From an optimization exercise on the open Yosys and OpenROAD flow, aimed at small area and a short achievable clock period; shortcuts taken in it are not production practice.
Where RTL was checked, it was by simulation tests only, not by an equivalence proof against the original.
No driver is modelled on the clock port, so clocking that relies on it looks cheaper here than on a real chip.
Power is estimated from default activity; no workload was simulated.

Setup of rev 12:
// mul
module mul(clk,reset,opcode,go,
	   src_A,
	   src_B,
	   src_hilo,
	   rob_ptr_in,
	   gpr_prf_ptr_in,
	   hilo_prf_ptr_in,
	   y,complete,
	   rob_ptr_out,
	   gpr_prf_ptr_val_out,
	   gpr_prf_ptr_out,
	   hilo_prf_ptr_val_out,
	   hilo_prf_ptr_out);
   input logic clk;
   input logic reset;
   input logic [7:0] opcode;
   input logic go;
   input logic [31:0] src_A;
   input logic [31:0] src_B;
   input logic [63:0] src_hilo;
   input logic [5-1:0] rob_ptr_in;
   input logic [6-1:0] gpr_prf_ptr_in;
   input logic [2-1:0] hilo_prf_ptr_in;
   output logic [63:0] 			  y;
   output logic 			  complete;
   output logic [5-1:0] rob_ptr_out;
   output logic 		      gpr_prf_ptr_val_out;
   output logic [6-1:0] gpr_prf_ptr_out;
   output logic 			   hilo_prf_ptr_val_out;
   output logic [2-1:0] hilo_prf_ptr_out;
   wire t_is_mul   = (opcode == 8'd68);
   wire t_unsigned = (opcode == 8'd12);
   wire t_acc      = (opcode == 8'd66) | (opcode == 8'd69);
   wire t_msub     = (opcode == 8'd69);
   logic        r0_v, r0_mul;
   logic [31:0] r0_a;
   logic        r0_as;
   logic [63:0] r0_h;
   logic        r0_msub;
   logic [5-1:0] r0_rob;
   logic [6-1:0] r0_gpr;
   logic [2-1:0] r0_hptr;
   logic [16:0] r0_one, r0_two, r0_neg;
   wire [34:0] t_b = {{2{src_B[31] & ~t_unsigned}}, src_B, 1'b0};
   logic [16:0] t_one, t_two, t_neg;
   always_comb
     for (integer i = 0; i < 17; i = i + 1) begin
        t_one[i] = t_b[2*i+1] ^ t_b[2*i];
        t_two[i] = (t_b[2*i+2] ^ t_b[2*i+1]) & ~(t_b[2*i+1] ^ t_b[2*i]);
        t_neg[i] = t_b[2*i+2] ^ t_msub;
     end
   logic        r1_v, r1_mul;
   logic [190:0] r1_t;
   logic [5-1:0] r1_rob;
   logic [6-1:0] r1_gpr;
   logic [2-1:0] r1_hptr;
   logic        r2_v, r2_gv, r2_hv;
   logic [63:0] r2_y;
   logic [5-1:0] r2_rob;
   logic [6-1:0] r2_gpr;
  ...
Settings: LEC_CHECK=0, CAP_MARGIN=20, CORE_MARGIN=2, CORE_UTILIZATION=40, CTS_BUF_LIST=sky130_fd_sc_hd__clkbuf_8, SLEW_MARGIN=20, SYNTH_HIERARCHICAL=1, SYNTH_MINIMUM_KEEP_SIZE=0; clock period 10.5 ns.
standard.sh (not shown) runs the stock make flow with config.mk's settings and CLKGATE_MAP_FILE= SYNTH_SCRIPT=/design/flow/synth_recipe.tcl, a recipe that flattens the netlist after the stock synthesis.
==> flow/flow/run.sh <==
#!/bin/bash
set -euo pipefail
bash standard.sh SETUP_SLACK_MARGIN=6.85 "BUFFER_PORTS_ARGS=-buffer_cell sky130_fd_sc_hd__buf_1" finish > make_finish.log 2>&1
Rev 12: done, clean on timing, DRC and antenna
The inputs of rev 13 differ from those of rev 12 as listed below.
Settings: PLACE_DENSITY now 0.75, previously not set.
[summary]
Re relative contribution of the clock network to total power: rev 12 and rev 13 aren't equal, and the lower value belongs to rev 12. Compared with rev 12, rev 13 is hungrier on power. Number of antenna violations at the first check in global routing for rev 13 is lower than for rev 12. Rev 13 contains more vias than rev 12. Between rev 12 and rev 13, the difference in DRC violations left is negligible. Looking at rev 12 and rev 13, the multi-input combinational cell area is a wash.

* * *

## run A
Starting RTL as in the previous note.
clock: 10.5 ns
lec_check: 0
cap_margin: 20
core_margin: 2
core_utilization: 40
slew_margin: 20
synth_hierarchical: 1
synth_minimum_keep_size: 0
==> flow/flow/run.sh <==
#!/bin/bash
set -euo pipefail
bash standard.sh SETUP_SLACK_MARGIN=6.85 "BUFFER_PORTS_ARGS=-buffer_cell sky130_fd_sc_hd__buf_2" finish > make_finish.log 2>&1
Run A finished all stages; the layout is clean.
The following lists how run B was set up differently from run A:
==> flow/flow/run.sh <==
#!/bin/bash
set -euo pipefail
bash standard.sh SETUP_SLACK_MARGIN=6.7 "BUFFER_PORTS_ARGS=-buffer_cell sky130_fd_sc_hd__buf_2" finish > make_finish.log 2>&1
## What came out
All of run B and run A finish clean.
The final reports for run B and run A show antenna cell count higher in the former.
Count of cell instances traversed by the critical path: run B < run A
Re synthesis-to-finish area growth: run B and run A aren't equal, and the higher value belongs to run A.
The following lists how run C was set up differently from run B:
==> flow/flow/run.sh <==
#!/bin/bash
set -euo pipefail
bash standard.sh SETUP_SLACK_MARGIN=7.2 "BUFFER_PORTS_ARGS=-buffer_cell sky130_fd_sc_hd__buf_2" finish > make_finish.log 2>&1
--- outcome ---
Clock network power, run C and run B, higher one = run C.
The via count of run C exceeds that of run B by 8.9%.
Changes observed in run C relative to run B: worst-case reg-to-reg path depth grew by 2; final cell count grew by 163; final wirelength grew by 19000 um; met1 layer wirelength in the final routing grew by 5.0%.
Relative to run C, the following input files were edited for run D:
Settings: putting CTS_CLUSTER_SIZE at 50 where nothing was set; swapping 40 for 55 in CORE_UTILIZATION.
Cell area: run D and run C compared, lower one is run D
Against run C, run D reports a combinational power share that is lower.
Clock insertion delay at the later pin of the skew report ended up 0.03 ns lower on run D than on run C.
Diff run C -> run D: total power draw now sits lower, time the final worst path needs with I/O delays and setup rose 0.060 ns, share of the final layout cell area in sequential cells increased 0.28 points, count of plain and timing-repair buffers down 5.5%.
Comparing run C with run D, the required time at the endpoint of the critical path came out essentially unchanged.
Sequential cell area for run D: about 0.37% down relative to run C
Run D completed; timing, DRC and antenna clean
Run D has worst-case hold slack above what run C had.

* * *

Starting RTL as in the previous note.
==> flow/config.mk <==
export PLATFORM = sky130hd
export DESIGN_NAME = mul
export DESIGN_NICKNAME = mul
export VERILOG_FILES = /design/flow/design.v
export SDC_FILE = /design/flow/constraint.sdc
export NUM_CORES = 4
export LEC_CHECK = 0
export CAP_MARGIN = 20
export CORE_MARGIN = 2
export CORE_UTILIZATION = 40
export CTS_BUF_LIST = sky130_fd_sc_hd__clkbuf_8
export SLEW_MARGIN = 20
export SYNTH_HIERARCHICAL = 1
export SYNTH_MINIMUM_KEEP_SIZE = 0
==> flow/constraint.sdc <==
create_clock -name core_clock -period 10.5 [get_ports {clk}]
set_input_delay 2.1000 -clock core_clock [delete_from_list [all_inputs] [get_ports {clk}]]
set_output_delay 2.1000 -clock core_clock [all_outputs]
set_load 0.01 [all_outputs]
==> flow/flow/run.sh <==
#!/bin/bash
set -euo pipefail
bash standard.sh SETUP_SLACK_MARGIN=6.7 "BUFFER_PORTS_ARGS=-buffer_cell sky130_fd_sc_hd__buf_1" finish > make_finish.log 2>&1
The first run completed without violations.
Edit:
==> flow/flow/run.sh (replaced) <==
#!/bin/bash
set -euo pipefail
bash standard.sh SETUP_SLACK_MARGIN=6.85 "BUFFER_PORTS_ARGS=-buffer_cell sky130_fd_sc_hd__buf_1" finish > make_finish.log 2>&1
CORE_UTILIZATION = 55   (was 40)
=> Design area rose slightly. Final cell count is lower by a few percent. Die area is lower by a quarter to a third. Total power came out higher slightly. Area after synthesis does not change. Synthesized cell count is unchanged. Clock skew shrinks by 0.0050 ns. Setup slack improved by 0.13 ns. Sequential share of layout area decreases by 0.37 points. Critical path depth rose by 1.
Edit:
==> flow/flow/run.sh (replaced) <==
#!/bin/bash
set -euo pipefail
bash standard.sh SETUP_SLACK_MARGIN=6.5 "BUFFER_PORTS_ARGS=-buffer_cell sky130_fd_sc_hd__buf_2" finish > make_finish.log 2>&1
CORE_UTILIZATION = 40   (was 55)
CTS_BUF_LIST = not set   (was sky130_fd_sc_hd__clkbuf_8)
Worst setup slack degrades by 0.34 ns.
Via count drops by 4.0%.
Power barely changes.
Global-route usage drops by 8.4 points.
Synthesized cell count stays the same.
Wire length drops by 0.88%.
Clock skew drops by 0.014 ns.
Non-clock buffer count drops by 31.
Worst hold slack barely changes.
Fmax drops by 8.7%.
Final cell count climbs by 5.3%.
Edit:
==> flow/flow/run.sh (replaced) <==
#!/bin/bash
set -euo pipefail
bash standard.sh SETUP_SLACK_MARGIN=7.0 "BUFFER_PORTS_ARGS=-buffer_cell sky130_fd_sc_hd__buf_2" finish > make_finish.log 2>&1
Outcome:
- wire length goes up by 11%
- final area rose by 6.5%
- area after synthesis is unchanged
- cell count goes up by 2.2%
- clock-buffer cell count is unchanged
- setup slack is better by 0.44 ns
- sequential power barely changes
- core utilization came out higher by 2.9 points
- power is higher by 2.6%

* * *

Another version of the RTL of mul (not shown whole).
For scale: roughly 3100 cells after synthesis, about 230 I/O pins, about 35000 µm² of cells after synthesis.
==> flow/config.mk <==
export PLATFORM = sky130hd
export DESIGN_NAME = mul
export DESIGN_NICKNAME = mul
export VERILOG_FILES = /design/flow/design.v
export SDC_FILE = /design/flow/constraint.sdc
export NUM_CORES = 4
export LEC_CHECK = 0
export CAP_MARGIN = 20
export CORE_MARGIN = 2
export CORE_UTILIZATION = 50
export CTS_CLUSTER_DIAMETER = 100
export CTS_CLUSTER_SIZE = 20
export PLACE_DENSITY = 0.75
export SLEW_MARGIN = 20
export SYNTH_HIERARCHICAL = 1
export SYNTH_MINIMUM_KEEP_SIZE = 0
==> flow/constraint.sdc <==
create_clock -name core_clock -period 10.5 [get_ports {clk}]
set_input_delay 2.1000 -clock core_clock [delete_from_list [all_inputs] [get_ports {clk}]]
set_output_delay 2.1000 -clock core_clock [all_outputs]
set_load 0.01 [all_outputs]
==> flow/flow/run.sh <==
#!/bin/bash
set -euo pipefail
export SKEW_BUF=sky130_fd_sc_hd__clkbuf_16
bash standard.sh SETUP_SLACK_MARGIN=7.0 "BUFFER_PORTS_ARGS=-buffer_cell sky130_fd_sc_hd__buf_1" \
  "POST_CTS_TCL=$PWD/flow/skew.tcl" MATCH_CELL_FOOTPRINT=0 finish > make_finish.log 2>&1
==> flow/flow/skew.tcl <==
# Run after clock tree synthesis (POST_CTS_TCL): give the stage-1 registers (r1_*) their
# clock through one more small buffer per clock leaf, so they clock a little later than
# r0/r2. This moves slack from the r1 -> r2 paths to the r0 -> r1 paths. Only registers
# whose paths start and end at other registers are moved: r1_v, which reset feeds,
# keeps its clock.
set block [ord::get_db_block]
array unset grp
foreach inst [$block getInsts] {
  set n [$inst getName]
  if {![string match {r1_*} $n] || [string match {r1_v*} $n]} { continue }
  set it [$inst findITerm CLK]
  if {$it == "NULL"} { continue }
  set net [$it getNet]
  if {$net == "NULL"} { continue }
  lappend grp([$net getName]) $inst
}
set i 0
foreach netname [lsort [array names grp]] {
  set sx 0; set sy 0; set cnt 0
  foreach inst $grp($netname) {
    set loc [$inst getLocation]
    set sx [expr {$sx + [lindex $loc 0]}]
    set sy [expr {$sy + [lindex $loc 1]}]
    incr cnt
  }
  set dbu [$block getDbUnitsPerMicron]
  set x [expr {double($sx) / $cnt / $dbu}]
  set y [expr {double($sy) / $cnt / $dbu}]
  set pins {}
  foreach p [get_pins -of_objects [get_nets $netname]] {
    set pn [get_full_name $p]
    if {[string match {r1_*/CLK} $pn] && ![string match {r1_v*} $pn]} { lappend pins $p }
  }
  if {[llength $pins] == 0} { continue }
  set bsta [insert_buffer -buffer_cell $::env(SKEW_BUF) -net [get_nets $netname] -load_pins $pins \
    -location [list $x $y] -buffer_name skew_buf_$i -net_name skew_net_$i]
  set bi [sta::sta_to_db_inst $bsta]
  [[$bi findITerm X] getNet] setSigType CLOCK
  incr i
}
puts "skew: inserted $i buffers for the r1 registers"
detailed_placement
check_placement -verbose
estimate_parasitics -placement
report_clock_skew
Edit:
==> flow/flow/run.sh (replaced) <==
#!/bin/bash
set -euo pipefail
export SKEW_BUF=sky130_fd_sc_hd__clkbuf_16
bash standard.sh SETUP_SLACK_MARGIN=6.85 "BUFFER_PORTS_ARGS=-buffer_cell sky130_fd_sc_hd__buf_1" \
  "POST_CTS_TCL=$PWD/flow/skew.tcl" finish > make_finish.log 2>&1
The changed run ran to the end with no violations.
Critical path depth is unchanged.
Worst hold slack is about the same.
Die area stays the same.
Sequential power is about the same.
Edit:
==> flow/flow/run.sh (replaced) <==
#!/bin/bash
set -euo pipefail
bash standard.sh SETUP_SLACK_MARGIN=6.85 "BUFFER_PORTS_ARGS=-buffer_cell sky130_fd_sc_hd__buf_1" MATCH_CELL_FOOTPRINT=0 finish > make_finish.log 2>&1
removed: flow/flow/skew.tcl
After rerunning:
- The changed run passed the timing, DRC and antenna checks
- power went down by about 4%
- design area went down by about 0.6%
- wire length went up by about 0.45%
- core utilization went down by 0.34 points
- hold slack improved by 0.16 ns
- register-to-register slack got worse by 0.03 ns
- global-route usage went down by 0.31 points
- worst setup slack got worse by 0.031 ns
- die area does not change
Edit:
==> flow/flow/run.sh (replaced) <==
#!/bin/bash
set -euo pipefail
bash standard.sh SETUP_SLACK_MARGIN=6.85 "BUFFER_PORTS_ARGS=-buffer_cell sky130_fd_sc_hd__buf_1" finish > make_finish.log 2>&1
After rerunning: The new run produced a clean layout. Routed wire length stays the same. Cell area does not change. Count of clock-buffer cells in the layout is unchanged. Sequential power hardly moves. Synthesized area stays the same.

* * *

mul, a different RTL version from the one above (not shown whole).
Size in the first run: ~3200 cells after synthesis, roughly 440 flip-flops, about 36000 µm² of cells after synthesis.
==> flow/config.mk <==
export PLATFORM = sky130hd
export DESIGN_NAME = mul
export DESIGN_NICKNAME = mul
export VERILOG_FILES = /design/flow/design.v
export SDC_FILE = /design/flow/constraint.sdc
export NUM_CORES = 4
export LEC_CHECK = 0
export CAP_MARGIN = 20
export CORE_MARGIN = 2
export CORE_UTILIZATION = 40
export CTS_BUF_LIST = sky130_fd_sc_hd__clkbuf_8
export PLACE_DENSITY = 0.75
export SLEW_MARGIN = 20
export SYNTH_HIERARCHICAL = 1
export SYNTH_MINIMUM_KEEP_SIZE = 0
==> flow/constraint.sdc <==
create_clock -name core_clock -period 10.5 [get_ports {clk}]
set_input_delay 2.1000 -clock core_clock [delete_from_list [all_inputs] [get_ports {clk}]]
set_output_delay 2.1000 -clock core_clock [all_outputs]
set_load 0.01 [all_outputs]
==> flow/flow/run.sh <==
#!/bin/bash
set -euo pipefail
bash standard.sh SETUP_SLACK_MARGIN=7.0 "BUFFER_PORTS_ARGS=-buffer_cell sky130_fd_sc_hd__buf_1" finish > make_finish.log 2>&1
The baseline passed the timing, DRC and antenna checks.
Then changed:
==> flow/flow/run.sh (replaced) <==
#!/bin/bash
set -euo pipefail
bash standard.sh SETUP_SLACK_MARGIN=6.85 "BUFFER_PORTS_ARGS=-buffer_cell sky130_fd_sc_hd__buf_1" finish > make_finish.log 2>&1
- combinational power falls by about 2%
- hold slack stays flat
- non-clock buffer count shrinks by 43
- total power stays flat
- via count fell by 3.3%
- first-iteration DRC count drops by 17%
- cell count is lower by 0.47%
- sequential power is about the same
No run of this note included a check of the RTL's function; only the layout flow was run.

-- static timing again, ports no longer ideal --
No port has a modelled driver above. Below, the same layouts with a new extraction and two added sets of constraints.
Step 1: set_driving_cell puts a clkbuf_16 on clk and a buf_2 on each other input, an assumption about the parent block.
Step 2 times the ports against the registers' clock, not the clock port: input delays grow and output delays shrink by t, the midpoint of the rising clock arrivals with the driver on.
a / b / c = ideal / step 1 / step 2; a / b = the first two.
| run | t, ns | slack for setup (ns) | hold WS [ns] | worst data-port slew with drivers (ns) |
|---|---|---|---|---|
| rev 12 | 0.770 | 6.893 / 6.893 / 6.760 | 0.318 / 0.318 / 0.318 | 0.10 |
| rev 13 | 0.772 | 6.861 / 6.861 / 6.861 | 0.322 / 0.322 / 0.322 | 0.10 |
| run A | 0.677 | 6.872 / 6.872 / 6.745 | 0.324 / 0.324 / 0.324 | 0.10 |
| run B | 0.675 | 6.742 / 6.742 / 6.742 | 0.324 / 0.324 / 0.324 | 0.09 |
| run C | 0.697 | 7.005 / 7.005 / 6.841 | 0.320 / 0.320 / 0.320 | 0.08 |
| run D | 0.672 | 6.945 / 6.945 / 6.783 | 0.324 / 0.324 / 0.324 | 0.08 |
| the first run of note 3 | 0.764 | 6.754 / 6.754 / 6.745 | 0.318 / 0.318 / 0.318 | 0.10 |
| the second run of note 3 | 0.742 | 6.883 / 6.883 / 6.861 | 0.324 / 0.324 / 0.324 | 0.08 |
| the third run of note 3 | 0.674 | 6.539 / 6.539 / 6.539 | 0.324 / 0.324 / 0.324 | 0.09 |
| the fourth run of note 3 | 0.681 | 6.980 / 6.980 / 6.750 | 0.324 / 0.324 / 0.324 | 0.09 |
| the first run of note 4 | 0.740 | 7.020 / 7.020 / 6.488 | 0.166 / 0.166 / 0.166 | 0.08 |
| the second run of note 4 | 0.737 | 6.886 / 6.886 / 6.491 | 0.166 / 0.166 / 0.166 | 0.08 |
| the third run of note 4 | 0.674 | 6.854 / 6.854 / 6.568 | 0.325 / 0.325 / 0.325 | 0.08 |
| the fourth run of note 4 | 0.674 | 6.854 / 6.854 / 6.568 | 0.325 / 0.325 / 0.325 | 0.08 |
| the first run of note 5 | 0.762 | 6.960 / 6.960 / 6.505 | 0.322 / 0.322 / 0.322 | 0.08 |
| the second run of note 5 | 0.760 | 6.886 / 6.886 / 6.573 | 0.323 / 0.323 / 0.323 | 0.08 |
After both steps setup and hold are still met in every run listed. The setup slack of the first run of note 4, which loses most, moves by 0.000 ns with the drivers and by -0.532 ns with both steps.
